From an optimization exercise on the open Yosys and OpenROAD flow, aimed at small area; shortcuts taken in it are not production practice. The RTL was checked by simulation tests, not by an equivalence proof against the original design.

===== flow/config.mk =====
export PLATFORM = sky130hd
export DESIGN_NAME = accelerate_matrix
export DESIGN_NICKNAME = accelerate_matrix
export VERILOG_FILES = /design/flow/design.v
export SDC_FILE = /design/flow/constraint.sdc
export NUM_CORES = 4
export LEC_CHECK = 0
export ABC_AREA = 1
export CAP_MARGIN = 20
export CORE_MARGIN = 2
export CORE_UTILIZATION = 65
export CTS_BUF_LIST = sky130_fd_sc_hd__clkbuf_16
export CTS_CLUSTER_DIAMETER = 80
export CTS_CLUSTER_SIZE = 30
export GPL_TIMING_DRIVEN = 0
export PLACE_DENSITY = 0.8
export SLEW_MARGIN = 20
export SYNTH_HIERARCHICAL = 1
export SYNTH_MINIMUM_KEEP_SIZE = 0

===== flow/constraint.sdc =====
create_clock -name core_clock -period 10.0 [get_ports {clk}]
set_input_delay 2.0000 -clock core_clock [delete_from_list [all_inputs] [get_ports {clk}]]
set_output_delay 2.0000 -clock core_clock [all_outputs]
set_load 0.01 [all_outputs]

===== flow/design.v =====
`timescale 1ns/10ps
module accelerate_matrix (
    input clk,
    input rst,
    input [31:0]wmatrix,
    input [31:0]xmatrix,
    input [31:0]bias,
    output reg [15:0]out1,
    output reg [15:0]out2,
    output reg [15:0]out3,
    output reg [15:0]out4
);
    reg [3:0] p;
    always @(posedge clk or posedge rst) begin
        if (rst)
            p <= 4'd0;
        else
            p <= (p == 4'd12) ? 4'd0 : p + 4'd1;
    end
    wire ld_w = (p >= 4'd1) && (p <= 4'd4);            
    wire ld_b = (p == 4'd1);                           
    wire ld_p = (p == 4'd1) || (p == 4'd2);            
    wire ld_q = (p == 4'd3) || (p == 4'd4);            
    wire mv   = (p >= 4'd7) && (p <= 4'd10);           
    reg [31:0] r0, r1, r2, r3;
    always @(posedge clk) begin
        r0 <= r1;
        r1 <= r2;
        r2 <= r3;
        r3 <= ld_w ? wmatrix : r0;
    end
    reg [7:0] s0, s1, s2, s3;
    always @(posedge clk) begin
        if (ld_b) begin
            s0 <= bias[31:24];
            s1 <= bias[23:16];
            s2 <= bias[15:8];
            s3 <= bias[7:0];
        end else begin
            s0 <= s1;
            s1 <= s2;
            s2 <= s3;
            s3 <= s0;
        end
    end
    reg [31:0] xp0, xp1, xq0, xq1;
    reg [14:0] e0, e1, e2, o0, o1, o2;
    always @(posedge clk) begin
        xp0[29:0] <= mv ? {o2, e2} : xp1[29:0];
        xp0[31:30] <= xp1[31:30];
        xp1 <= ld_p ? xmatrix : xp0;
        xq0 <= xq1;
        xq1 <= ld_q ? xmatrix : xq0;
    end
    reg hi;
    always @(posedge clk)
        hi <= (p >= 4'd7) && (p <= 4'd10);
    wire [31:0] xa = hi ? xq1 : xp1;
    wire [31:0] xb = hi ? xq0 : xp0;
    wire [15:0] sa, sb;
    dot_unit ua (.w(r1), .x(xa), .b(s2), .sn(sa));
    dot_unit ub (.w(r1), .x(xb), .b(s2), .sn(sb));
    wire ev = ~p[0];
    wire na_e = ~(ev & sa[15]);
    wire nb_e = ~(~ev & sb[15]);
    wire na_o = ~(~ev & sa[15]);
    wire nb_o = ~(ev & sb[15]);
    wire [14:0] e_d = ~(({15{na_e}} | sa[14:0]) & ({15{nb_e}} | sb[14:0]));
    wire [14:0] o_d = ~(({15{na_o}} | sa[14:0]) & ({15{nb_o}} | sb[14:0]));
    always @(posedge clk) begin
        e0 <= e_d; e1 <= e0; e2 <= e1;
        o0 <= o_d; o1 <= o0; o2 <= o1;
    end
    always @(*) begin
        out1 = {1'b0, xp1[14:0]};
        out2 = {1'b0, xp1[29:15]};
        out3 = {1'b0, e0};
        out4 = {1'b0, o0};
    end
endmodule
module dot_unit (
    input  [31:0] w,
    input  [31:0] x,
    input  [7:0]  b,
    output [15:0] sn
);
  wire t1 = ~(w[0] & x[0]);
  wire t2 = ~(w[0] & x[1]);
  wire t3 = ~(w[0] & x[2]);
  wire t4 = ~(w[0] & x[3]);
  wire t5 = ~(w[0] & x[4]);
  wire t6 = ~(w[0] & x[5]);
  wire t7 = ~(w[0] & x[6]);
  wire t8 = ~(w[0] & x[7]);
  wire t9 = ~(w[1] & x[0]);
  wire t10 = ~(w[1] & x[1]);
  wire t11 = ~(w[1] & x[2]);
  wire t12 = ~(w[1] & x[3]);
  wire t13 = ~(w[1] & x[4]);
  wire t14 = ~(w[1] & x[5]);
  wire t15 = ~(w[1] & x[6]);
  wire t16 = ~(w[1] & x[7]);
  wire t17 = ~(w[2] & x[0]);
  wire t18 = ~(w[2] & x[1]);
  wire t19 = ~(w[2] & x[2]);
  wire t20 = ~(w[2] & x[3]);
  wire t21 = ~(w[2] & x[4]);
  wire t22 = ~(w[2] & x[5]);
  wire t23 = ~(w[2] & x[6]);
  wire t24 = ~(w[2] & x[7]);
  wire t25 = ~(w[3] & x[0]);
  wire t26 = ~(w[3] & x[1]);
  wire t27 = ~(w[3] & x[2]);
  wire t28 = ~(w[3] & x[3]);
  wire t29 = ~(w[3] & x[4]);
  wire t30 = ~(w[3] & x[5]);
  wire t31 = ~(w[3] & x[6]);
  wire t32 = ~(w[3] & x[7]);
  wire t33 = ~(w[4] & x[0]);
  wire t34 = ~(w[4] & x[1]);
  wire t35 = ~(w[4] & x[2]);
  wire t36 = ~(w[4] & x[3]);
  wire t37 = ~(w[4] & x[4]);
  wire t38 = ~(w[4] & x[5]);
  wire t39 = ~(w[4] & x[6]);
  wire t40 = ~(w[4] & x[7]);
  wire t41 = ~(w[5] & x[0]);
  wire t42 = ~(w[5] & x[1]);
  wire t43 = ~(w[5] & x[2]);
  wire t44 = ~(w[5] & x[3]);
  wire t45 = ~(w[5] & x[4]);
  wire t46 = ~(w[5] & x[5]);
  wire t47 = ~(w[5] & x[6]);
  wire t48 = ~(w[5] & x[7]);
  wire t49 = ~(w[6] & x[0]);
  wire t50 = ~(w[6] & x[1]);
  wire t51 = ~(w[6] & x[2]);
  wire t52 = ~(w[6] & x[3]);
  wire t53 = ~(w[6] & x[4]);
  wire t54 = ~(w[6] & x[5]);
  wire t55 = ~(w[6] & x[6]);
  wire t56 = ~(w[6] & x[7]);
  wire t57 = ~(w[7] & x[0]);
  wire t58 = ~(w[7] & x[1]);
  wire t59 = ~(w[7] & x[2]);
  wire t60 = ~(w[7] & x[3]);
  wire t61 = ~(w[7] & x[4]);
  wire t62 = ~(w[7] & x[5]);
  wire t63 = ~(w[7] & x[6]);
  wire t64 = ~(w[7] & x[7]);
  wire t65 = ~(w[8] & x[8]);
  wire t66 = ~(w[8] & x[9]);
  wire t67 = ~(w[8] & x[10]);
  wire t68 = ~(w[8] & x[11]);
  wire t69 = ~(w[8] & x[12]);
  wire t70 = ~(w[8] & x[13]);
  wire t71 = ~(w[8] & x[14]);
  wire t72 = ~(w[8] & x[15]);
  wire t73 = ~(w[9] & x[8]);
  wire t74 = ~(w[9] & x[9]);
  wire t75 = ~(w[9] & x[10]);
  wire t76 = ~(w[9] & x[11]);
  wire t77 = ~(w[9] & x[12]);
  wire t78 = ~(w[9] & x[13]);
  wire t79 = ~(w[9] & x[14]);
  wire t80 = ~(w[9] & x[15]);
  wire t81 = ~(w[10] & x[8]);
  wire t82 = ~(w[10] & x[9]);
  wire t83 = ~(w[10] & x[10]);
  wire t84 = ~(w[10] & x[11]);
  wire t85 = ~(w[10] & x[12]);
  wire t86 = ~(w[10] & x[13]);
  wire t87 = ~(w[10] & x[14]);
  wire t88 = ~(w[10] & x[15]);
  wire t89 = ~(w[11] & x[8]);
  wire t90 = ~(w[11] & x[9]);
  wire t91 = ~(w[11] & x[10]);
  wire t92 = ~(w[11] & x[11]);
  wire t93 = ~(w[11] & x[12]);
  wire t94 = ~(w[11] & x[13]);
  wire t95 = ~(w[11] & x[14]);
  wire t96 = ~(w[11] & x[15]);
  wire t97 = ~(w[12] & x[8]);
  wire t98 = ~(w[12] & x[9]);
  wire t99 = ~(w[12] & x[10]);
  wire t100 = ~(w[12] & x[11]);
  wire t101 = ~(w[12] & x[12]);
  wire t102 = ~(w[12] & x[13]);
  wire t103 = ~(w[12] & x[14]);
  wire t104 = ~(w[12] & x[15]);
  wire t105 = ~(w[13] & x[8]);
  wire t106 = ~(w[13] & x[9]);
  wire t107 = ~(w[13] & x[10]);
  wire t108 = ~(w[13] & x[11]);
  wire t109 = ~(w[13] & x[12]);
  wire t110 = ~(w[13] & x[13]);
  wire t111 = ~(w[13] & x[14]);
  wire t112 = ~(w[13] & x[15]);
  wire t113 = ~(w[14] & x[8]);
  wire t114 = ~(w[14] & x[9]);
  wire t115 = ~(w[14] & x[10]);
  wire t116 = ~(w[14] & x[11]);
  wire t117 = ~(w[14] & x[12]);
  wire t118 = ~(w[14] & x[13]);
  wire t119 = ~(w[14] & x[14]);
  wire t120 = ~(w[14] & x[15]);
  wire t121 = ~(w[15] & x[8]);
  wire t122 = ~(w[15] & x[9]);
  wire t123 = ~(w[15] & x[10]);
  wire t124 = ~(w[15] & x[11]);
  wire t125 = ~(w[15] & x[12]);
  wire t126 = ~(w[15] & x[13]);
  wire t127 = ~(w[15] & x[14]);
  wire t128 = ~(w[15] & x[15]);
  wire t129 = ~(w[16] & x[16]);
  wire t130 = ~(w[16] & x[17]);
  wire t131 = ~(w[16] & x[18]);
  wire t132 = ~(w[16] & x[19]);
  wire t133 = ~(w[16] & x[20]);
  wire t134 = ~(w[16] & x[21]);
  wire t135 = ~(w[16] & x[22]);
  wire t136 = ~(w[16] & x[23]);
  wire t137 = ~(w[17] & x[16]);
  wire t138 = ~(w[17] & x[17]);
  wire t139 = ~(w[17] & x[18]);
  wire t140 = ~(w[17] & x[19]);
  wire t141 = ~(w[17] & x[20]);
  wire t142 = ~(w[17] & x[21]);
  wire t143 = ~(w[17] & x[22]);
  wire t144 = ~(w[17] & x[23]);
  wire t145 = ~(w[18] & x[16]);
  wire t146 = ~(w[18] & x[17]);
  wire t147 = ~(w[18] & x[18]);
  wire t148 = ~(w[18] & x[19]);
  wire t149 = ~(w[18] & x[20]);
  wire t150 = ~(w[18] & x[21]);
  wire t151 = ~(w[18] & x[22]);
  wire t152 = ~(w[18] & x[23]);
  wire t153 = ~(w[19] & x[16]);
  wire t154 = ~(w[19] & x[17]);
  wire t155 = ~(w[19] & x[18]);
  wire t156 = ~(w[19] & x[19]);
  wire t157 = ~(w[19] & x[20]);
  wire t158 = ~(w[19] & x[21]);
  wire t159 = ~(w[19] & x[22]);
  wire t160 = ~(w[19] & x[23]);
  wire t161 = ~(w[20] & x[16]);
  wire t162 = ~(w[20] & x[17]);
  wire t163 = ~(w[20] & x[18]);
  wire t164 = ~(w[20] & x[19]);
  wire t165 = ~(w[20] & x[20]);
  wire t166 = ~(w[20] & x[21]);
  wire t167 = ~(w[20] & x[22]);
  wire t168 = ~(w[20] & x[23]);
  wire t169 = ~(w[21] & x[16]);
  wire t170 = ~(w[21] & x[17]);
  wire t171 = ~(w[21] & x[18]);
  wire t172 = ~(w[21] & x[19]);
  wire t173 = ~(w[21] & x[20]);
  wire t174 = ~(w[21] & x[21]);
  wire t175 = ~(w[21] & x[22]);
  wire t176 = ~(w[21] & x[23]);
  wire t177 = ~(w[22] & x[16]);
  wire t178 = ~(w[22] & x[17]);
  wire t179 = ~(w[22] & x[18]);
  wire t180 = ~(w[22] & x[19]);
  wire t181 = ~(w[22] & x[20]);
  wire t182 = ~(w[22] & x[21]);
  wire t183 = ~(w[22] & x[22]);
  wire t184 = ~(w[22] & x[23]);
  wire t185 = ~(w[23] & x[16]);
  wire t186 = ~(w[23] & x[17]);
  wire t187 = ~(w[23] & x[18]);
  wire t188 = ~(w[23] & x[19]);
  wire t189 = ~(w[23] & x[20]);
  wire t190 = ~(w[23] & x[21]);
  wire t191 = ~(w[23] & x[22]);
  wire t192 = ~(w[23] & x[23]);
  wire t193 = ~(w[24] & x[24]);
  wire t194 = ~(w[24] & x[25]);
  wire t195 = ~(w[24] & x[26]);
  wire t196 = ~(w[24] & x[27]);
  wire t197 = ~(w[24] & x[28]);
  wire t198 = ~(w[24] & x[29]);
  wire t199 = ~(w[24] & x[30]);
  wire t200 = ~(w[24] & x[31]);
  wire t201 = ~(w[25] & x[24]);
  wire t202 = ~(w[25] & x[25]);
  wire t203 = ~(w[25] & x[26]);
  wire t204 = ~(w[25] & x[27]);
  wire t205 = ~(w[25] & x[28]);
  wire t206 = ~(w[25] & x[29]);
  wire t207 = ~(w[25] & x[30]);
  wire t208 = ~(w[25] & x[31]);
  wire t209 = ~(w[26] & x[24]);
  wire t210 = ~(w[26] & x[25]);
  wire t211 = ~(w[26] & x[26]);
  wire t212 = ~(w[26] & x[27]);
  wire t213 = ~(w[26] & x[28]);
  wire t214 = ~(w[26] & x[29]);
  wire t215 = ~(w[26] & x[30]);
  wire t216 = ~(w[26] & x[31]);
  wire t217 = ~(w[27] & x[24]);
  wire t218 = ~(w[27] & x[25]);
  wire t219 = ~(w[27] & x[26]);
  wire t220 = ~(w[27] & x[27]);
  wire t221 = ~(w[27] & x[28]);
  wire t222 = ~(w[27] & x[29]);
  wire t223 = ~(w[27] & x[30]);
  wire t224 = ~(w[27] & x[31]);
  wire t225 = ~(w[28] & x[24]);
  wire t226 = ~(w[28] & x[25]);
  wire t227 = ~(w[28] & x[26]);
  wire t228 = ~(w[28] & x[27]);
  wire t229 = ~(w[28] & x[28]);
  wire t230 = ~(w[28] & x[29]);
  wire t231 = ~(w[28] & x[30]);
  wire t232 = ~(w[28] & x[31]);
  wire t233 = ~(w[29] & x[24]);
  wire t234 = ~(w[29] & x[25]);
  wire t235 = ~(w[29] & x[26]);
  wire t236 = ~(w[29] & x[27]);
  wire t237 = ~(w[29] & x[28]);
  wire t238 = ~(w[29] & x[29]);
  wire t239 = ~(w[29] & x[30]);
  wire t240 = ~(w[29] & x[31]);
  wire t241 = ~(w[30] & x[24]);
  wire t242 = ~(w[30] & x[25]);
  wire t243 = ~(w[30] & x[26]);
  wire t244 = ~(w[30] & x[27]);
  wire t245 = ~(w[30] & x[28]);
  wire t246 = ~(w[30] & x[29]);
  wire t247 = ~(w[30] & x[30]);
  wire t248 = ~(w[30] & x[31]);
  wire t249 = ~(w[31] & x[24]);
  wire t250 = ~(w[31] & x[25]);
  wire t251 = ~(w[31] & x[26]);
  wire t252 = ~(w[31] & x[27]);
  wire t253 = ~(w[31] & x[28]);
  wire t254 = ~(w[31] & x[29]);
  wire t255 = ~(w[31] & x[30]);
  wire t256 = ~(w[31] & x[31]);
  wire t257 = ~b[0];
  wire t258 = ~b[1];
  wire t259 = ~b[2];
  wire t260 = ~b[3];
  wire t261 = ~b[4];
  wire t262 = ~b[5];
  wire t263 = ~b[6];
  wire t264 = ~b[7];
  wire t265, t266;
  FA u_t265 (.a(t7), .b(t14), .c(t21), .s(t265), .co(t266));
  wire t267, t268;
  FA u_t267 (.a(t8), .b(t15), .c(t22), .s(t267), .co(t268));
  wire t269, t270;
  FA u_t269 (.a(t29), .b(t36), .c(t43), .s(t269), .co(t270));
  wire t271, t272;
  FA u_t271 (.a(t50), .b(t57), .c(t72), .s(t271), .co(t272));
  wire t273, t274;
  FA u_t273 (.a(t16), .b(t23), .c(t30), .s(t273), .co(t274));
  wire t275, t276;
  FA u_t275 (.a(t37), .b(t44), .c(t51), .s(t275), .co(t276));
  wire t277, t278;
  FA u_t277 (.a(t5), .b(t12), .c(t19), .s(t277), .co(t278));
  wire t279, t280;
  FA u_t279 (.a(t6), .b(t13), .c(t20), .s(t279), .co(t280));
  wire t281, t282;
  FA u_t281 (.a(t27), .b(t34), .c(t41), .s(t281), .co(t282));
  wire t283, t284;
  FA u_t283 (.a(t70), .b(t77), .c(t84), .s(t283), .co(t284));
  wire t285, t286;
  FA u_t285 (.a(t91), .b(t98), .c(t105), .s(t285), .co(t286));
  wire t287, t288;
  FA u_t287 (.a(t28), .b(t35), .c(t42), .s(t287), .co(t288));
  wire t289, t290;
  FA u_t289 (.a(t49), .b(t71), .c(t78), .s(t289), .co(t290));
  wire t291, t292;
  FA u_t291 (.a(t85), .b(t92), .c(t99), .s(t291), .co(t292));
  wire t293, t294;
  FA u_t293 (.a(t106), .b(t113), .c(t135), .s(t293), .co(t294));
  wire t295, t296;
  FA u_t295 (.a(t142), .b(t149), .c(t156), .s(t295), .co(t296));
  wire t297, t298;
  FA u_t297 (.a(t163), .b(t170), .c(t177), .s(t297), .co(t298));
  wire t299, t300;
  FA u_t299 (.a(t79), .b(t86), .c(t93), .s(t299), .co(t300));
  wire t301, t302;
  FA u_t301 (.a(t100), .b(t107), .c(t114), .s(t301), .co(t302));
  wire t303, t304;
  FA u_t303 (.a(t121), .b(t136), .c(t143), .s(t303), .co(t304));
  wire t305, t306;
  FA u_t305 (.a(t150), .b(t157), .c(t164), .s(t305), .co(t306));
  wire t307, t308;
  FA u_t307 (.a(t171), .b(t178), .c(t185), .s(t307), .co(t308));
  wire t309, t310;
  FA u_t309 (.a(t200), .b(t207), .c(t214), .s(t309), .co(t310));
  wire t311, t312;
  FA u_t311 (.a(t221), .b(t228), .c(t235), .s(t311), .co(t312));
  wire t313, t314;
  FA u_t313 (.a(t242), .b(t249), .c(t264), .s(t313), .co(t314));
  wire t315, t316;
  FA u_t315 (.a(t58), .b(t80), .c(t87), .s(t315), .co(t316));
  wire t317, t318;
  FA u_t317 (.a(t94), .b(t101), .c(t108), .s(t317), .co(t318));
  wire t319, t320;
  FA u_t319 (.a(t115), .b(t122), .c(t144), .s(t319), .co(t320));
  wire t321, t322;
  FA u_t321 (.a(t151), .b(t158), .c(t165), .s(t321), .co(t322));
  wire t323, t324;
  FA u_t323 (.a(t172), .b(t179), .c(t186), .s(t323), .co(t324));
  wire t325, t326;
  FA u_t325 (.a(t208), .b(t215), .c(t222), .s(t325), .co(t326));
  wire t327, t328;
  FA u_t327 (.a(t229), .b(t236), .c(t243), .s(t327), .co(t328));
  wire t329, t330;
  FA u_t329 (.a(t250), .b(t268), .c(t270), .s(t329), .co(t330));
  wire t331, t332;
  FA u_t331 (.a(t24), .b(t31), .c(t38), .s(t331), .co(t332));
  wire t333, t334;
  FA u_t333 (.a(t45), .b(t52), .c(t59), .s(t333), .co(t334));
  wire t335, t336;
  FA u_t335 (.a(t88), .b(t95), .c(t102), .s(t335), .co(t336));
  wire t337, t338;
  FA u_t337 (.a(t109), .b(t116), .c(t123), .s(t337), .co(t338));
  wire t339, t340;
  FA u_t339 (.a(t152), .b(t159), .c(t166), .s(t339), .co(t340));
  wire t341, t342;
  FA u_t341 (.a(t173), .b(t180), .c(t187), .s(t341), .co(t342));
  wire t343, t344;
  FA u_t343 (.a(t216), .b(t223), .c(t230), .s(t343), .co(t344));
  wire t345, t346;
  FA u_t345 (.a(t237), .b(t244), .c(t251), .s(t345), .co(t346));
  wire t347, t348;
  FA u_t347 (.a(t32), .b(t39), .c(t46), .s(t347), .co(t348));
  wire t349, t350;
  FA u_t349 (.a(t53), .b(t60), .c(t96), .s(t349), .co(t350));
  wire t351, t352;
  FA u_t351 (.a(t103), .b(t110), .c(t117), .s(t351), .co(t352));
  wire t353, t354;
  FA u_t353 (.a(t124), .b(t160), .c(t167), .s(t353), .co(t354));
  wire t355, t356;
  FA u_t355 (.a(t174), .b(t181), .c(t188), .s(t355), .co(t356));
  wire t357, t358;
  FA u_t357 (.a(t40), .b(t47), .c(t54), .s(t357), .co(t358));
  wire t359, t360;
  FA u_t359 (.a(t4), .b(t11), .c(t18), .s(t359), .co(t360));
  wire t361, t362;
  FA u_t361 (.a(t25), .b(t68), .c(t75), .s(t361), .co(t362));
  wire t363, t364;
  FA u_t363 (.a(t26), .b(t33), .c(t69), .s(t363), .co(t364));
  wire t365, t366;
  FA u_t365 (.a(t76), .b(t83), .c(t90), .s(t365), .co(t366));
  wire t367, t368;
  FA u_t367 (.a(t97), .b(t133), .c(t140), .s(t367), .co(t368));
  wire t369, t370;
  FA u_t369 (.a(t147), .b(t154), .c(t161), .s(t369), .co(t370));
  wire t371, t372;
  FA u_t371 (.a(t134), .b(t141), .c(t148), .s(t371), .co(t372));
  wire t373, t374;
  FA u_t373 (.a(t155), .b(t162), .c(t169), .s(t373), .co(t374));
  wire t375, t376;
  FA u_t375 (.a(t198), .b(t205), .c(t212), .s(t375), .co(t376));
  wire t377, t378;
  FA u_t377 (.a(t219), .b(t226), .c(t233), .s(t377), .co(t378));
  wire t379, t380;
  FA u_t379 (.a(t262), .b(t278), .c(t279), .s(t379), .co(t380));
  wire t381, t382;
  FA u_t381 (.a(t199), .b(t206), .c(t213), .s(t381), .co(t382));
  wire t383, t384;
  FA u_t383 (.a(t220), .b(t227), .c(t234), .s(t383), .co(t384));
  wire t385, t386;
  FA u_t385 (.a(t241), .b(t263), .c(t265), .s(t385), .co(t386));
  wire t387, t388;
  FA u_t387 (.a(t280), .b(t282), .c(t284), .s(t387), .co(t388));
  wire t389, t390;
  FA u_t389 (.a(t286), .b(t287), .c(t289), .s(t389), .co(t390));
  wire t391, t392;
  FA u_t391 (.a(t291), .b(t293), .c(t295), .s(t391), .co(t392));
  wire t393, t394;
  FA u_t393 (.a(t266), .b(t267), .c(t269), .s(t393), .co(t394));
  wire t395, t396;
  FA u_t395 (.a(t271), .b(t288), .c(t290), .s(t395), .co(t396));
  wire t397, t398;
  FA u_t397 (.a(t292), .b(t294), .c(t296), .s(t397), .co(t398));
  wire t399, t400;
  FA u_t399 (.a(t298), .b(t299), .c(t301), .s(t399), .co(t400));
  wire t401, t402;
  FA u_t401 (.a(t303), .b(t305), .c(t307), .s(t401), .co(t402));
  wire t403, t404;
  FA u_t403 (.a(t309), .b(t311), .c(t313), .s(t403), .co(t404));
  wire t405, t406;
  FA u_t405 (.a(t272), .b(t273), .c(t275), .s(t405), .co(t406));
  wire t407, t408;
  FA u_t407 (.a(t300), .b(t302), .c(t304), .s(t407), .co(t408));
  wire t409, t410;
  FA u_t409 (.a(t306), .b(t308), .c(t310), .s(t409), .co(t410));
  wire t411, t412;
  FA u_t411 (.a(t312), .b(t314), .c(t315), .s(t411), .co(t412));
  wire t413, t414;
  FA u_t413 (.a(t317), .b(t319), .c(t321), .s(t413), .co(t414));
  wire t415, t416;
  FA u_t415 (.a(t323), .b(t325), .c(t327), .s(t415), .co(t416));
  wire t417, t418;
  FA u_t417 (.a(t274), .b(t276), .c(t316), .s(t417), .co(t418));
  wire t419, t420;
  FA u_t419 (.a(t318), .b(t320), .c(t322), .s(t419), .co(t420));
  wire t421, t422;
  FA u_t421 (.a(t324), .b(t326), .c(t328), .s(t421), .co(t422));
  wire t423, t424;
  FA u_t423 (.a(t330), .b(t331), .c(t333), .s(t423), .co(t424));
  wire t425, t426;
  FA u_t425 (.a(t335), .b(t337), .c(t339), .s(t425), .co(t426));
  wire t427, t428;
  FA u_t427 (.a(t341), .b(t343), .c(t345), .s(t427), .co(t428));
  wire t429, t430;
  FA u_t429 (.a(t224), .b(t231), .c(t238), .s(t429), .co(t430));
  wire t431, t432;
  FA u_t431 (.a(t245), .b(t252), .c(t332), .s(t431), .co(t432));
  wire t433, t434;
  FA u_t433 (.a(t334), .b(t336), .c(t338), .s(t433), .co(t434));
  wire t435, t436;
  FA u_t435 (.a(t340), .b(t342), .c(t344), .s(t435), .co(t436));
  wire t437, t438;
  FA u_t437 (.a(t346), .b(t347), .c(t349), .s(t437), .co(t438));
  wire t439, t440;
  FA u_t439 (.a(t351), .b(t353), .c(t355), .s(t439), .co(t440));
  wire t441, t442;
  FA u_t441 (.a(t61), .b(t104), .c(t111), .s(t441), .co(t442));
  wire t443, t444;
  FA u_t443 (.a(t118), .b(t125), .c(t168), .s(t443), .co(t444));
  wire t445, t446;
  FA u_t445 (.a(t175), .b(t182), .c(t189), .s(t445), .co(t446));
  wire t447, t448;
  FA u_t447 (.a(t232), .b(t239), .c(t246), .s(t447), .co(t448));
  wire t449, t450;
  FA u_t449 (.a(t253), .b(t348), .c(t350), .s(t449), .co(t450));
  wire t451, t452;
  FA u_t451 (.a(t352), .b(t354), .c(t356), .s(t451), .co(t452));
  wire t453, t454;
  FA u_t453 (.a(t48), .b(t55), .c(t62), .s(t453), .co(t454));
  wire t455, t456;
  FA u_t455 (.a(t112), .b(t119), .c(t126), .s(t455), .co(t456));
  wire t457, t458;
  FA u_t457 (.a(t176), .b(t183), .c(t190), .s(t457), .co(t458));
  wire t459, t460;
  FA u_t459 (.a(t3), .b(t10), .c(t17), .s(t459), .co(t460));
  wire t461, t462;
  FA u_t461 (.a(t67), .b(t74), .c(t81), .s(t461), .co(t462));
  wire t463, t464;
  FA u_t463 (.a(t82), .b(t89), .c(t132), .s(t463), .co(t464));
  wire t465, t466;
  FA u_t465 (.a(t139), .b(t146), .c(t153), .s(t465), .co(t466));
  wire t467, t468;
  FA u_t467 (.a(t196), .b(t203), .c(t210), .s(t467), .co(t468));
  wire t469, t470;
  FA u_t469 (.a(t197), .b(t204), .c(t211), .s(t469), .co(t470));
  wire t471, t472;
  FA u_t471 (.a(t218), .b(t225), .c(t261), .s(t471), .co(t472));
  wire t473, t474;
  FA u_t473 (.a(t277), .b(t360), .c(t362), .s(t473), .co(t474));
  wire t475, t476;
  FA u_t475 (.a(t363), .b(t365), .c(t367), .s(t475), .co(t476));
  wire t477, t478;
  FA u_t477 (.a(t281), .b(t283), .c(t285), .s(t477), .co(t478));
  wire t479, t480;
  FA u_t479 (.a(t364), .b(t366), .c(t368), .s(t479), .co(t480));
  wire t481, t482;
  FA u_t481 (.a(t370), .b(t371), .c(t373), .s(t481), .co(t482));
  wire t483, t484;
  FA u_t483 (.a(t375), .b(t377), .c(t379), .s(t483), .co(t484));
  wire t485, t486;
  FA u_t485 (.a(t297), .b(t372), .c(t374), .s(t485), .co(t486));
  wire t487, t488;
  FA u_t487 (.a(t376), .b(t378), .c(t380), .s(t487), .co(t488));
  wire t489, t490;
  FA u_t489 (.a(t381), .b(t383), .c(t385), .s(t489), .co(t490));
  wire t491, t492;
  FA u_t491 (.a(t387), .b(t389), .c(t391), .s(t491), .co(t492));
  wire t493, t494;
  FA u_t493 (.a(t382), .b(t384), .c(t386), .s(t493), .co(t494));
  wire t495, t496;
  FA u_t495 (.a(t388), .b(t390), .c(t392), .s(t495), .co(t496));
  wire t497, t498;
  FA u_t497 (.a(t393), .b(t395), .c(t397), .s(t497), .co(t498));
  wire t499, t500;
  FA u_t499 (.a(t399), .b(t401), .c(t403), .s(t499), .co(t500));
  wire t501, t502;
  FA u_t501 (.a(t329), .b(t394), .c(t396), .s(t501), .co(t502));
  wire t503, t504;
  FA u_t503 (.a(t398), .b(t400), .c(t402), .s(t503), .co(t504));
  wire t505, t506;
  FA u_t505 (.a(t404), .b(t405), .c(t407), .s(t505), .co(t506));
  wire t507, t508;
  FA u_t507 (.a(t409), .b(t411), .c(t413), .s(t507), .co(t508));
  wire t509, t510;
  FA u_t509 (.a(t406), .b(t408), .c(t410), .s(t509), .co(t510));
  wire t511, t512;
  FA u_t511 (.a(t412), .b(t414), .c(t416), .s(t511), .co(t512));
  wire t513, t514;
  FA u_t513 (.a(t417), .b(t419), .c(t421), .s(t513), .co(t514));
  wire t515, t516;
  FA u_t515 (.a(t423), .b(t425), .c(t427), .s(t515), .co(t516));
  wire t517, t518;
  FA u_t517 (.a(t418), .b(t420), .c(t422), .s(t517), .co(t518));
  wire t519, t520;
  FA u_t519 (.a(t424), .b(t426), .c(t428), .s(t519), .co(t520));
  wire t521, t522;
  FA u_t521 (.a(t429), .b(t431), .c(t433), .s(t521), .co(t522));
  wire t523, t524;
  FA u_t523 (.a(t435), .b(t437), .c(t439), .s(t523), .co(t524));
  wire t525, t526;
  FA u_t525 (.a(t357), .b(t430), .c(t432), .s(t525), .co(t526));
  wire t527, t528;
  FA u_t527 (.a(t434), .b(t436), .c(t438), .s(t527), .co(t528));
  wire t529, t530;
  FA u_t529 (.a(t440), .b(t441), .c(t443), .s(t529), .co(t530));
  wire t531, t532;
  FA u_t531 (.a(t445), .b(t447), .c(t449), .s(t531), .co(t532));
  wire t533, t534;
  FA u_t533 (.a(t240), .b(t247), .c(t254), .s(t533), .co(t534));
  wire t535, t536;
  FA u_t535 (.a(t358), .b(t442), .c(t444), .s(t535), .co(t536));
  wire t537, t538;
  FA u_t537 (.a(t446), .b(t448), .c(t450), .s(t537), .co(t538));
  wire t539, t540;
  FA u_t539 (.a(t452), .b(t453), .c(t455), .s(t539), .co(t540));
  wire t541, t542;
  FA u_t541 (.a(t56), .b(t63), .c(t120), .s(t541), .co(t542));
  wire t543, t544;
  FA u_t543 (.a(t127), .b(t184), .c(t191), .s(t543), .co(t544));
  wire t545, t546;
  FA u_t545 (.a(t248), .b(t255), .c(t454), .s(t545), .co(t546));
  wire t547, t548;
  FA u_t547 (.a(t2), .b(t9), .c(t66), .s(t547), .co(t548));
  wire t549, t550;
  FA u_t549 (.a(t73), .b(t130), .c(t137), .s(t549), .co(t550));
  wire t551, t552;
  FA u_t551 (.a(t131), .b(t138), .c(t145), .s(t551), .co(t552));
  wire t553, t554;
  FA u_t553 (.a(t195), .b(t202), .c(t209), .s(t553), .co(t554));
  wire t555, t556;
  FA u_t555 (.a(t259), .b(t459), .c(t461), .s(t555), .co(t556));
  wire t557, t558;
  FA u_t557 (.a(t217), .b(t260), .c(t359), .s(t557), .co(t558));
  wire t559, t560;
  FA u_t559 (.a(t361), .b(t460), .c(t462), .s(t559), .co(t560));
  wire t561, t562;
  FA u_t561 (.a(t463), .b(t465), .c(t467), .s(t561), .co(t562));
  wire t563, t564;
  FA u_t563 (.a(t369), .b(t464), .c(t466), .s(t563), .co(t564));
  wire t565, t566;
  FA u_t565 (.a(t468), .b(t469), .c(t471), .s(t565), .co(t566));
  wire t567, t568;
  FA u_t567 (.a(t473), .b(t475), .c(1'b1), .s(t567), .co(t568));
  wire t569, t570;
  FA u_t569 (.a(t470), .b(t472), .c(t474), .s(t569), .co(t570));
  wire t571, t572;
  FA u_t571 (.a(t476), .b(t477), .c(t479), .s(t571), .co(t572));
  wire t573, t574;
  FA u_t573 (.a(t481), .b(t483), .c(1'b1), .s(t573), .co(t574));
  wire t575, t576;
  FA u_t575 (.a(t478), .b(t480), .c(t482), .s(t575), .co(t576));
  wire t577, t578;
  FA u_t577 (.a(t484), .b(t485), .c(t487), .s(t577), .co(t578));
  wire t579, t580;
  FA u_t579 (.a(t489), .b(t491), .c(1'b1), .s(t579), .co(t580));
  wire t581, t582;
  FA u_t581 (.a(t486), .b(t488), .c(t490), .s(t581), .co(t582));
  wire t583, t584;
  FA u_t583 (.a(t492), .b(t493), .c(t495), .s(t583), .co(t584));
  wire t585, t586;
  FA u_t585 (.a(t497), .b(t499), .c(1'b1), .s(t585), .co(t586));
  wire t587, t588;
  FA u_t587 (.a(t415), .b(t494), .c(t496), .s(t587), .co(t588));
  wire t589, t590;
  FA u_t589 (.a(t498), .b(t500), .c(t501), .s(t589), .co(t590));
  wire t591, t592;
  FA u_t591 (.a(t503), .b(t505), .c(t507), .s(t591), .co(t592));
  wire t593, t594;
  FA u_t593 (.a(t502), .b(t504), .c(t506), .s(t593), .co(t594));
  wire t595, t596;
  FA u_t595 (.a(t508), .b(t509), .c(t511), .s(t595), .co(t596));
  wire t597, t598;
  FA u_t597 (.a(t513), .b(t515), .c(1'b1), .s(t597), .co(t598));
  wire t599, t600;
  FA u_t599 (.a(t510), .b(t512), .c(t514), .s(t599), .co(t600));
  wire t601, t602;
  FA u_t601 (.a(t516), .b(t517), .c(t519), .s(t601), .co(t602));
  wire t603, t604;
  FA u_t603 (.a(t521), .b(t523), .c(1'b1), .s(t603), .co(t604));
  wire t605, t606;
  FA u_t605 (.a(t451), .b(t518), .c(t520), .s(t605), .co(t606));
  wire t607, t608;
  FA u_t607 (.a(t522), .b(t524), .c(t525), .s(t607), .co(t608));
  wire t609, t610;
  FA u_t609 (.a(t527), .b(t529), .c(t531), .s(t609), .co(t610));
  wire t611, t612;
  FA u_t611 (.a(t457), .b(t526), .c(t528), .s(t611), .co(t612));
  wire t613, t614;
  FA u_t613 (.a(t530), .b(t532), .c(t533), .s(t613), .co(t614));
  wire t615, t616;
  FA u_t615 (.a(t535), .b(t537), .c(t539), .s(t615), .co(t616));
  wire t617, t618;
  FA u_t617 (.a(t456), .b(t458), .c(t534), .s(t617), .co(t618));
  wire t619, t620;
  FA u_t619 (.a(t536), .b(t538), .c(t540), .s(t619), .co(t620));
  wire t621, t622;
  FA u_t621 (.a(t541), .b(t543), .c(t545), .s(t621), .co(t622));
  wire t623, t624;
  FA u_t623 (.a(t64), .b(t128), .c(t192), .s(t623), .co(t624));
  wire t625, t626;
  FA u_t625 (.a(t256), .b(t542), .c(t544), .s(t625), .co(t626));
  wire t627, t628;
  FA u_t627 (.a(t1), .b(t65), .c(t129), .s(t627), .co(t628));
  wire t629, t630;
  FA u_t629 (.a(t194), .b(t201), .c(t258), .s(t629), .co(t630));
  wire t631, t632;
  FA u_t631 (.a(t548), .b(t550), .c(t551), .s(t631), .co(t632));
  wire t633, t634;
  FA u_t633 (.a(t552), .b(t554), .c(t556), .s(t633), .co(t634));
  wire t635, t636;
  FA u_t635 (.a(t557), .b(t559), .c(t561), .s(t635), .co(t636));
  wire t637, t638;
  FA u_t637 (.a(t558), .b(t560), .c(t562), .s(t637), .co(t638));
  wire t639, t640;
  FA u_t639 (.a(t563), .b(t565), .c(t567), .s(t639), .co(t640));
  wire t641, t642;
  FA u_t641 (.a(t564), .b(t566), .c(t568), .s(t641), .co(t642));
  wire t643, t644;
  FA u_t643 (.a(t569), .b(t571), .c(t573), .s(t643), .co(t644));
  wire t645, t646;
  FA u_t645 (.a(t570), .b(t572), .c(t574), .s(t645), .co(t646));
  wire t647, t648;
  FA u_t647 (.a(t575), .b(t577), .c(t579), .s(t647), .co(t648));
  wire t649, t650;
  FA u_t649 (.a(t576), .b(t578), .c(t580), .s(t649), .co(t650));
  wire t651, t652;
  FA u_t651 (.a(t581), .b(t583), .c(t585), .s(t651), .co(t652));
  wire t653, t654;
  FA u_t653 (.a(t582), .b(t584), .c(t586), .s(t653), .co(t654));
  wire t655, t656;
  FA u_t655 (.a(t587), .b(t589), .c(t591), .s(t655), .co(t656));
  wire t657, t658;
  FA u_t657 (.a(t588), .b(t590), .c(t592), .s(t657), .co(t658));
  wire t659, t660;
  FA u_t659 (.a(t593), .b(t595), .c(t597), .s(t659), .co(t660));
  wire t661, t662;
  FA u_t661 (.a(t594), .b(t596), .c(t598), .s(t661), .co(t662));
  wire t663, t664;
  FA u_t663 (.a(t599), .b(t601), .c(t603), .s(t663), .co(t664));
  wire t665, t666;
  FA u_t665 (.a(t600), .b(t602), .c(t604), .s(t665), .co(t666));
  wire t667, t668;
  FA u_t667 (.a(t605), .b(t607), .c(t609), .s(t667), .co(t668));
  wire t669, t670;
  FA u_t669 (.a(t606), .b(t608), .c(t610), .s(t669), .co(t670));
  wire t671, t672;
  FA u_t671 (.a(t611), .b(t613), .c(t615), .s(t671), .co(t672));
  wire t673, t674;
  FA u_t673 (.a(t612), .b(t614), .c(t616), .s(t673), .co(t674));
  wire t675, t676;
  FA u_t675 (.a(t617), .b(t619), .c(t621), .s(t675), .co(t676));
  wire t677, t678;
  FA u_t677 (.a(t546), .b(t618), .c(t620), .s(t677), .co(t678));
  wire t679, t680;
  FA u_t679 (.a(t622), .b(t623), .c(t625), .s(t679), .co(t680));
  wire t681, t682;
  FA u_t681 (.a(t547), .b(t549), .c(t628), .s(t681), .co(t682));
  wire t683, t684;
  FA u_t683 (.a(t553), .b(t555), .c(t630), .s(t683), .co(t684));
  wire t685, t686;
  FA u_t685 (.a(t632), .b(t633), .c(t635), .s(t685), .co(t686));
  wire t687, t688;
  FA u_t687 (.a(t634), .b(t636), .c(t637), .s(t687), .co(t688));
  wire t689, t690;
  FA u_t689 (.a(t638), .b(t640), .c(t641), .s(t689), .co(t690));
  wire t691, t692;
  FA u_t691 (.a(t642), .b(t644), .c(t645), .s(t691), .co(t692));
  wire t693, t694;
  FA u_t693 (.a(t646), .b(t648), .c(t649), .s(t693), .co(t694));
  wire t695, t696;
  FA u_t695 (.a(t650), .b(t652), .c(t653), .s(t695), .co(t696));
  wire t697, t698;
  FA u_t697 (.a(t654), .b(t656), .c(t657), .s(t697), .co(t698));
  wire t699, t700;
  FA u_t699 (.a(t658), .b(t660), .c(t661), .s(t699), .co(t700));
  wire t701, t702;
  FA u_t701 (.a(t662), .b(t664), .c(t665), .s(t701), .co(t702));
  wire t703, t704;
  FA u_t703 (.a(t666), .b(t668), .c(t669), .s(t703), .co(t704));
  wire t705, t706;
  FA u_t705 (.a(t670), .b(t672), .c(t673), .s(t705), .co(t706));
  wire t707, t708;
  FA u_t707 (.a(t674), .b(t676), .c(t677), .s(t707), .co(t708));
  wire t709, t710;
  FA u_t709 (.a(t624), .b(t626), .c(t678), .s(t709), .co(t710));
  wire t711, t712;
  FA u_t711 (.a(t193), .b(t257), .c(t627), .s(t711), .co(t712));
  wire t713, t714;
  FA u_t713 (.a(t629), .b(t681), .c(1'b1), .s(t713), .co(t714));
  wire t715, t716;
  FA u_t715 (.a(t631), .b(t682), .c(t683), .s(t715), .co(t716));
  wire t717, t718;
  FA u_t717 (.a(t684), .b(t685), .c(1'b1), .s(t717), .co(t718));
  wire t719, t720;
  FA u_t719 (.a(t639), .b(t686), .c(t687), .s(t719), .co(t720));
  wire t721, t722;
  FA u_t721 (.a(t643), .b(t688), .c(t689), .s(t721), .co(t722));
  wire t723, t724;
  FA u_t723 (.a(t647), .b(t690), .c(t691), .s(t723), .co(t724));
  wire t725, t726;
  FA u_t725 (.a(t651), .b(t692), .c(t693), .s(t725), .co(t726));
  wire t727, t728;
  FA u_t727 (.a(t655), .b(t694), .c(t695), .s(t727), .co(t728));
  wire t729, t730;
  FA u_t729 (.a(t659), .b(t696), .c(t697), .s(t729), .co(t730));
  wire t731, t732;
  FA u_t731 (.a(t663), .b(t698), .c(t699), .s(t731), .co(t732));
  wire t733, t734;
  FA u_t733 (.a(t667), .b(t700), .c(t701), .s(t733), .co(t734));
  wire t735, t736;
  FA u_t735 (.a(t671), .b(t702), .c(t703), .s(t735), .co(t736));
  wire t737, t738;
  FA u_t737 (.a(t675), .b(t704), .c(t705), .s(t737), .co(t738));
  wire t739, t740;
  FA u_t739 (.a(t679), .b(t706), .c(t707), .s(t739), .co(t740));
  wire t741, t742;
  FA u_t741 (.a(t680), .b(t708), .c(t709), .s(t741), .co(t742));
  wire t743, t744;
  FA u_t743 (.a(t712), .b(t713), .c(1'b1), .s(t743), .co(t744));
  wire t745, t746;
  FA u_t745 (.a(t714), .b(t715), .c(t744), .s(t745), .co(t746));
  wire t747, t748;
  FA u_t747 (.a(t716), .b(t717), .c(t746), .s(t747), .co(t748));
  wire t749, t750;
  FA u_t749 (.a(t718), .b(t719), .c(t748), .s(t749), .co(t750));
  wire t751, t752;
  FA u_t751 (.a(t720), .b(t721), .c(t750), .s(t751), .co(t752));
  wire t753, t754;
  FA u_t753 (.a(t722), .b(t723), .c(t752), .s(t753), .co(t754));
  wire t755, t756;
  FA u_t755 (.a(t724), .b(t725), .c(t754), .s(t755), .co(t756));
  wire t757, t758;
  FA u_t757 (.a(t726), .b(t727), .c(t756), .s(t757), .co(t758));
  wire t759, t760;
  FA u_t759 (.a(t728), .b(t729), .c(t758), .s(t759), .co(t760));
  wire t761, t762;
  FA u_t761 (.a(t730), .b(t731), .c(t760), .s(t761), .co(t762));
  wire t763, t764;
  FA u_t763 (.a(t732), .b(t733), .c(t762), .s(t763), .co(t764));
  wire t765, t766;
  FA u_t765 (.a(t734), .b(t735), .c(t764), .s(t765), .co(t766));
  wire t767, t768;
  FA u_t767 (.a(t736), .b(t737), .c(t766), .s(t767), .co(t768));
  wire t769, t770;
  FA u_t769 (.a(t738), .b(t739), .c(t768), .s(t769), .co(t770));
  wire t771 = t740 ^ t741 ^ t770;
  assign sn[0] = t711;
  assign sn[1] = t743;
  assign sn[2] = t745;
  assign sn[3] = t747;
  assign sn[4] = t749;
  assign sn[5] = t751;
  assign sn[6] = t753;
  assign sn[7] = t755;
  assign sn[8] = t757;
  assign sn[9] = t759;
  assign sn[10] = t761;
  assign sn[11] = t763;
  assign sn[12] = t765;
  assign sn[13] = t767;
  assign sn[14] = t769;
  assign sn[15] = t771;
endmodule
module FA (input a, input b, input c, output s, output co);
  assign s  = a ^ b ^ c;
  assign co = (a & b) | (a & c) | (b & c);
endmodule

===== flow/flow/run.sh =====
#!/bin/bash
# The standard layout (standard.sh: the ORFS flow and synthesis, unchanged),
# with changes that only affect buffering and sizing:
#  - the port buffers are the smallest buffer cell instead of clkdlybuf4s50_1
#    (every port still gets its own buffer);
#  - the buffers Yosys/ABC put in are removed at floorplan, as the
#    timing-driven placement would otherwise do;
#  - clock tree synthesis gets the same settings as config.mk gives it, and
#    inserts no dummy loads.
set -euo pipefail
export BUFFER_PORTS_ARGS="-buffer_cell sky130_fd_sc_hd__buf_1"
export REMOVE_ABC_BUFFERS=1
export CTS_ARGS="-sink_clustering_enable -repair_clock_nets -sink_clustering_size 30 -sink_clustering_max_diameter 80 -buf_list sky130_fd_sc_hd__clkbuf_16 -dont_use_dummy_load"
bash standard.sh finish > standard_flow.log 2>&1

===== flow/standard.sh =====
#!/bin/bash
# synth_recipe.tcl (not shown) runs the flow's synth.tcl, then flattens the netlist and writes it again
# the make line also repeats each setting of config.mk as NAME=value (left out here)
make -C /OpenROAD-flow-scripts/flow DESIGN_CONFIG=/design/flow/config.mk WORK_HOME=/design/flow/orfs CLKGATE_MAP_FILE= SYNTH_SCRIPT=/design/flow/synth_recipe.tcl "${@:-finish}"

==> flow_metrics.py, run 1 <==
metrics = {
    "logic_synthesis": {
        "synthCells": 2297,
        "yosysTopAreaCell": "fa_1",
        "synth_edf_count": 0,
        "avgSynthCellArea_um2": 10.6,
        "synth_flop_cell": "dfxtp_1",
        "synth_area_leaders": "fa_1 42%, dfxtp_1 31%, nand2_1 13%",
        "yosys.area.top_type_share_pct": 41.6,
        "synth_async_sr_flop_share_pct": 1.04,
        "syn_area_mm2": 0.0244,
        "synthDistinctLibCells": 22,
        "synth_warnings": 7,
        "yosys_register_bits": 383,
        "synth_seq_area_share_pct": 31.5,
    },
    "timing": {
        "setup_viol": 0,
        "slew_headroom_pct": 29.4,
        "tightest_slew_ns": 1.06,
        "finClkSkew_ns": 0.0280,
        "drv_slew": 0,
        "setup_slack_ns": 0.230,
        "rsz0062_at_grt": "false",
        "min_period_ns": 9.77,
        "timing.final.crit_share_pct": 97.7,
        "hold_viol_final": 0,
        "fmax_ghz": 0.102,
    },
    "worst_setup_path": {
        "r2r-end": "o0[12]$_DFF_P_",
        "cpMostUsedCell": "fa_1",
        "path_max_fanout": 44,
        "worst-endpoint-arrival_ns": 10.19,
        "crit_type": "flip-flop to flip-flop",
        "cp.required_ns": 10.42,
        "worstRegToRegCells": 25,
        "cpMaxStageDelayCell": "fa_1",
        "reg2reg_from": "hi$_DFF_P_",
        "endpoint_kind": "flip-flop",
        "crit_end": "o0[12]$_DFF_P_",
        "rrSetupSlack_ns": 0.23,
        "crit_start": "hi$_DFF_P_",
        "critPathLaunchType": "flip-flop",
        "critPathMaxStageDelay_ns": 0.63,
    },
    "placed_design": {
        "post-dp-hpwl_um": 47100,
        "pre_cts_ws_ns": -0.166,
        "gp_congestion": 0.960,
        "port_buffers": 157,
    },
    "finish": {
        "final_common_cell": "nand2_1",
        "fillers": 2730,
        "mostFrequentLayoutCells": "812 x nand2_1, 506 x fa_1, 378 x dfxtp_1",
        "drive_gt1_share_pct": 5.25,
        "synthToLayoutAreaGrowth_pct": 2.33,
        "diodes": 0,
        "num-nets-final": 2859,
    },
    "grt": {
        "grt_usage_pct": 33.2,
        "antenna_found_initial": 0,
        "grt_max_degree": 45,
        "met1_usage_pct": 40.9,
        "met2_usage_pct": 53.6,
        "grt_overflow": 0,
        "grt_pass1_vias": 17600,
        "met3_usage_pct": 8.64,
        "busiest_layer": "met2",
        "grt_pass1_wl_um": 97100,
    },
    "route": {
        "wirelength_um": 62200,
        "drc": 0,
        "final_antenna_net_count": 0,
        "vias": 16300,
        "first_pass_iters": 13,
        "drt_iter0_markers": 1976,
        "routedWlPerCell_um": 22.9,
        "avgViaCountPerCell": 6.00,
    },
    "floorplanning": {
        "core.rowCount": 70,
        "die_height_um": 198,
        "coreArea_mm2": 0.0368,
        "die_w_um": 198,
        "dieArea_mm2": 0.0391,
        "initial_core_util_pct": 66.3,
        "io_pins": 162,
    },
    "clock_network": {
        "cts_max_level": 1,
        "cts_root_buf": "clkbuf_16",
        "clock_latency_ns": 0.53,
        "clockBufferDepth": 3,
        "numCtsBuffers": 17,
        "cts_tree": "yes",
        "cts.sinks": 383,
        "clk_pin_slew_ns": 0.09,
        "cts_hold_buf": 0,
    },
    "status": {
        "status": "timing/DRC/antenna clean",
    },
    "flow_run": {
        "maxCapViolations": 0,
    },
    "worst_hold_path": {
        "min_path_type": "flip-flop to flip-flop",
    },
}
[per-layer routing]
| metal | vias to the layer above | wire length, um |
|---|---|---|
| li1 | 6782 | - |
| met1 | 8185 | 21400 |
| met2 | 1107 | 29500 |
| met3 | 232 | 7020 |
| met4 | 0 | 4240 |
| met5 | - | 0 |
[per-module statistics from Yosys (local to each module, per instance)]
| module | times used | flops+latches | cells inside | area (um2) |
|---|---|---|---|---|
| FA | 506 | 0 | 1 | 20.0 |
| accelerate_matrix | 1 | 383 | 1083 | 11300 |
| dot_unit | 2 | 0 | 354 | 1470 |
[synth_stat cells (4+ instances only)]
cell type and count:
buf_1 7, nand2_1 823, o21ai_1 32, nor2_1 5
buf_2 158, ha_1 5, inv_1 60, dfrtp_1 4
o22ai_1 30, clkbuf_1 18, fa_1 506, dfxtp_1 379
nand3_1 129, mux2_2 64, buf_4 66
[final cells by class]
| type | instances | area, um2 | share of cell area [%] |
|---|---|---|---|
| Clock buffer | 17 | 425 | 1.71 |
| Timing Repair Buffer | 164 | 736 | 2.95 |
| Inverter | 62 | 233 | 0.933 |
| Tap cell | 468 | 586 | 2.35 |
| Sequential cell | 383 | 7690 | 30.8 |
| Multi-Input combinational cell | 1622 | 15300 | 61.2 |
[cell families (layout without fill, tap and decap cells)]
group,after synthesis,count (layout),synth area share (%)
flip-flops,383,383,31.5
AND/OR/NAND/NOR,958,958,15.4
other,3,22,0.0462
buffers and inverters,311,243,6.62
adder cells (fa/ha/maj),511,511,41.8
AO/OA/AOI/OAI,67,67,1.57
multiplexers,64,64,2.96
[through the flow]
| step | hold slack (ns) | std cells | util (%) | setup TNS (ns) | instance area [um2] |
|---|---|---|---|---|---|
| final | 0.311 | 2716 | 67.8 | 0 | 24900 |
| after global routing | 0.323 | 2716 | 67.8 | 0 | 24900 |
| after CTS | 0.309 | 2715 | 67.6 | 0 | 24900 |
| after detailed placement | 0.312 | 2698 | 66.4 | -1.57 | 24400 |
| after global placement | 0.310 | 2692 | 65.9 | -49.45 | 24200 |
| after floorplan | 0.310 | 2067 | - | 0 | 23100 |
[state kept, by name (all words and copies together), names as in the netlist, 32 cells and up]
signal and flops:
r2 32, xp1 32, r0 32, r1 32, xq1 32, xp0 32, r3 32, xq0 32
[worst max-delay path: cells and delay by family, from the launching register on]
kind	cells	cell delay (ns)
fa+ha+maj	17	7.35
mux	1	0.43
flops	1	0.47
buf+inv	2	0.32
compound gates	1	0.41
simple gates	4	0.68
[worst min-delay path by stage]
stage	startpoint	to	slack (ns)	cells past startpoint
2_1_floorplan	e1[0]$_DFF_P_	e2[0]$_DFF_P_	0.31	0
3_3_place_gp	r3[24]$_DFF_P_	r2[24]$_DFF_P_	0.31	0
3_5_place_dp	r2[7]$_DFF_P_	r1[7]$_DFF_P_	0.31	0
4_1_cts	r3[26]$_DFF_P_	r2[26]$_DFF_P_	0.31	0
5_1_grt	r3[26]$_DFF_P_	r2[26]$_DFF_P_	0.32	0
6_report	r3[26]$_DFF_P_	r2[26]$_DFF_P_	0.31	0
[what timing repair did]
item                       in CTS  in global routing
buffers inserted                0                  1
setup endpoints to repair      14                 24
gates resized for setup        10                  7
==> run 2, diff against run 1 <==
--- a/flow/flow/run.sh
+++ b/flow/flow/run.sh
@@ -10,5 +10,5 @@
 set -euo pipefail
 export BUFFER_PORTS_ARGS="-buffer_cell sky130_fd_sc_hd__buf_1"
 export REMOVE_ABC_BUFFERS=1
-export CTS_ARGS="-sink_clustering_enable -repair_clock_nets -sink_clustering_size 30 -sink_clustering_max_diameter 80 -buf_list sky130_fd_sc_hd__clkbuf_16 -dont_use_dummy_load"
+export CTS_ARGS="-sink_clustering_enable -repair_clock_nets -sink_clustering_size 16 -sink_clustering_max_diameter 60 -buf_list sky130_fd_sc_hd__clkbuf_8 -dont_use_dummy_load"
 bash standard.sh finish > standard_flow.log 2>&1
--- a/flow/config.mk
+++ b/flow/config.mk
@@ -9,9 +9,9 @@
 export CAP_MARGIN = 20
 export CORE_MARGIN = 2
 export CORE_UTILIZATION = 65
-export CTS_BUF_LIST = sky130_fd_sc_hd__clkbuf_16
-export CTS_CLUSTER_DIAMETER = 80
-export CTS_CLUSTER_SIZE = 30
+export CTS_BUF_LIST = sky130_fd_sc_hd__clkbuf_8
+export CTS_CLUSTER_DIAMETER = 60
+export CTS_CLUSTER_SIZE = 16
 export GPL_TIMING_DRIVEN = 0
 export PLACE_DENSITY = 0.8
 export SLEW_MARGIN = 20
==> run 2 against run 1 <==
Still clean. First-iteration DRC count fell by 10%. Sequential share of layout area hardly changed. Hold slack better by 0.012 ns. Critical path depth did not move. Sequential cell count stayed put. Setup slack improved by 0.0081 ns. Via count is 0.28% lower. Maximum frequency is essentially flat. Clock skew grew 0.011 ns. Wire length down 0.53%. Synthesized cell count unchanged. Critical path type unchanged.
==> flow_metrics.py, run 2 <==
metrics = {
    "timing": {
        "finClkSkew_ns": 0.0393,
        "drv_slew": 0,
        "tightest_slew_ns": 1.14,
        "fmax_ghz": 0.102,
        "setup_viol": 0,
        "setup_slack_ns": 0.238,
        "min_period_ns": 9.76,
        "slew_headroom_pct": 23.9,
        "timing.final.crit_share_pct": 97.6,
        "hold_viol_final": 0,
        "rsz0062_at_grt": "false",
    },
    "logic_synthesis": {
        "synth_area_leaders": "fa_1 42%, dfxtp_1 31%, nand2_1 13%",
        "synth_compound_area_share_pct": 1.57,
        "ys_top_cells_by_count": "823 x nand2_1, 506 x fa_1, 379 x dfxtp_1, 158 x buf_2, 129 x nand3_1",
        "synthDistinctLibCells": 22,
        "yosys.area.top_type_share_pct": 41.6,
        "synth_xor_area_share_pct": 0,
        "synthSimpleGateAreaFrac_pct": 15.4,
        "synth_seq_area_share_pct": 31.5,
        "synth_warnings": 7,
        "synth_async_sr_flop_share_pct": 1.04,
        "synth_edf_count": 0,
        "avgSynthCellArea_um2": 10.6,
        "synth_flop_cell": "dfxtp_1",
        "synthCells": 2297,
        "syn_area_mm2": 0.0244,
        "post-synth-top-count-cell": "nand2_1",
        "synth_mux_area_share_pct": 2.96,
        "yosys_register_bits": 383,
        "synth_top_family_by_area": "adder cells",
        "synthAdderAreaFrac_pct": 41.8,
        "yosysTopAreaCell": "fa_1",
    },
    "route": {
        "wl_met2_um": 29400,
        "final_antenna_net_count": 0,
        "vias": 16300,
        "wirelength_um": 61800,
        "wl_met1_um": 21400,
        "wl_met3_um": 6870,
        "avgViaCountPerCell": 5.96,
        "drc": 0,
        "routed.top_layer": "met4",
        "first_pass_iters": 8,
        "drt_iter0_markers": 1771,
        "routedWlPerCell_um": 22.7,
    },
    "placed_design": {
        "post-dp-hpwl_um": 47100,
        "pre_cts_ws_ns": -0.166,
        "dp.cells": 2698,
        "gp_congestion": 0.960,
        "port_buffers": 157,
        "place_area_mm2": 0.0244,
    },
    "clock_network": {
        "numCtsBuffers": 29,
        "clk_pin_slew_ns": 0.09,
        "cts_tree": "yes",
        "cts_max_level": 1,
        "cts_root_buf": "clkbuf_8",
        "clock_latency_ns": 0.61,
        "cts.sinks": 383,
        "cts_hold_buf": 0,
        "clockBufferDepth": 3,
    },
    "worst_setup_path": {
        "worst-endpoint-arrival_ns": 10.25,
        "cp_top_family": "adder cells",
        "endpoint_kind": "flip-flop",
        "critPathMaxStageDelay_ns": 0.64,
        "path_buf_inv": 2,
        "cp.required_ns": 10.49,
        "path_max_fanout": 44,
        "critPathLaunchType": "flip-flop",
        "rrSetupSlack_ns": 0.24,
        "cpMaxStageDelayCell": "fa_1",
        "r2r-end": "e0[12]$_DFF_P_",
        "reg2reg_from": "hi$_DFF_P_",
        "worstRegToRegCells": 25,
        "crit_type": "flip-flop to flip-flop",
        "cpMostUsedCell": "fa_1",
    },
    "finish": {
        "final_common_cell": "nand2_1",
        "mostFrequentLayoutCells": "812 x nand2_1, 506 x fa_1, 378 x dfxtp_1",
        "instances_no_fill": 2727,
        "num-nets-final": 2870,
        "fillers": 2751,
        "diodes": 0,
        "synthToLayoutAreaGrowth_pct": 2.27,
        "regArea_mm2": 0.00769,
        "multi_input_area_mm2": 0.0153,
        "stdcell_area_mm2": 0.0249,
        "drive_gt1_share_pct": 5.80,
    },
    "grt": {
        "antenna_found_initial": 0,
        "grt_usage_pct": 33.2,
        "grt_pass1_vias": 17600,
        "grt_pass1_wl_um": 96700,
        "grt_overflow": 0,
        "grt_max_degree": 45,
    },
    "floorplanning": {
        "coreArea_mm2": 0.0368,
        "io_pins": 162,
        "initial_core_util_pct": 66.3,
        "dieArea_mm2": 0.0391,
        "die_w_um": 198,
        "core.rowCount": 70,
        "die_height_um": 198,
    },
    "status": {
        "status": "timing/DRC/antenna clean",
    },
    "flow_run": {
        "maxCapViolations": 0,
    },
    "worst_hold_path": {
        "min_to": "r2[22]$_DFF_P_",
        "hp-start": "r3[22]$_DFF_P_",
        "hold_path_depth": 0,
        "min_path_type": "flip-flop to flip-flop",
    },
}
==> run 2: cell counts after synthesis <==
Identical to the previous run, type by type.
==> run 2: worst max path at each step <==
stage / startpoint / endpoint / slack, ns / depth (start not counted)
6_report: hi$_DFF_P_ / e0[12]$_DFF_P_ / 0.24 / 25
5_1_grt: hi$_DFF_P_ / e0[13]$_DFF_P_ / 0.002 / 25
4_1_cts: hi$_DFF_P_ / o0[7]$_DFF_P_ / 0.13 / 25
3_5_place_dp: hi$_DFF_P_ / e0[10]$_DFF_P_ / -0.17 / 25
3_3_place_gp: hi$_DFF_P_ / o0[6]$_DFF_P_ / -1.81 / 24
2_1_floorplan: hi$_DFF_P_ / e0[0]$_DFF_P_ / 0.07 / 23
==> run 2: worst reg2reg max path, cell delays in order (launching register included) <==
cell     delay, ns
dfxtp_4       0.55
buf_12        0.28
mux2_2        0.48
nand2_1       0.13
fa_1          0.64
fa_1          0.44
fa_1          0.51
fa_1          0.45
fa_1          0.51
fa_1          0.42
fa_1          0.39
fa_1          0.38
fa_1          0.39
fa_1          0.39
fa_1          0.39
fa_1          0.38
fa_1          0.40
fa_1          0.43
fa_1          0.41
fa_1          0.39
fa_1          0.39
inv_1         0.06
nand2_1       0.05
nand2_1       0.23
nand2_4       0.24
o22ai_2       0.36
==> run 2: area by class of cell <==
cell class | count | share of cell area, %
Multi-Input combinational cell | 1622 | 61.4
Sequential cell | 383 | 30.9
Timing Repair Buffer | 163 | 2.91
Tap cell | 468 | 2.35
Clock buffer | 29 | 1.60
Inverter | 62 | 0.934
==> run 2: kinds of logic after synthesis <==
| kind of cell | after synthesis |
|---|---|
| AOI/OAI and AO/OA | 67 |
| and+or+nand+nor | 958 |
| other | 3 |
| adders and majority gates | 511 |
| DFF | 383 |
| muxes | 64 |
| buffers and inverters | 311 |
==> run 2: routing by layer <==
metal | GRT usage [%] | vias to the layer above
met2 | 53.5 | 1118
met3 | 8.16 | 244
met1 | 41.3 | 8102
met5 | 0.383 | -
li1 | - | 6796
met4 | 18.7 | 0
==> run 2: modules after synthesis, one instance, submodules excluded <==
module / cells inside / cell area [um2] / flip-flops and latches / times used
dot_unit: 354 / 1470 / 0 / 2
FA: 1 / 20.0 / 0 / 506
accelerate_matrix: 1083 / 11300 / 383 / 1
==> run 2: per-stage QoR <==
stage	util [%]	hold WS [ns]	setup TNS (ns)
2_1_floorplan	-	0.310	0
3_3_place_gp	65.9	0.310	-49.45
3_5_place_dp	66.4	0.312	-1.57
4_1_cts	67.6	0.318	0
5_1_grt	67.8	0.327	0
6_report	67.8	0.323	0
==> run 2: repair_timing <==
item | in CTS | in global routing
endpoints found under the setup margin | 13 | 15
gates cloned | 0 | 0
endpoints found under the hold margin | 0 | 0
resized for setup | 9 | 12
setup buffers | 0 | 0

port drivers added, routing unchanged:
The flow's constraints put no driver on any port. The routed layouts listed below were extracted and timed again, unchanged, in two steps.
Step 1 assumes that a clkbuf_16 drives the clock port and a buf_2 every other input.
Step 2 times the ports against the registers' clock, not the clock port: input delays grow and output delays shrink by t, the midpoint of the rising clock arrivals with the driver on.
Three values: no drivers, after step 1, after step 2; two values: the first two.
| run | t, ns | slack for setup (ns) | latest minus earliest clock arrival (ns) |
|---|---|---|---|
| run 1 | 0.575 | 0.230 / 0.230 / 0.230 | 0.028 / 0.028 |
| run 2 | 0.641 | 0.238 / 0.238 / 0.238 | 0.039 / 0.039 |
After both steps setup and hold are still met in every run listed.
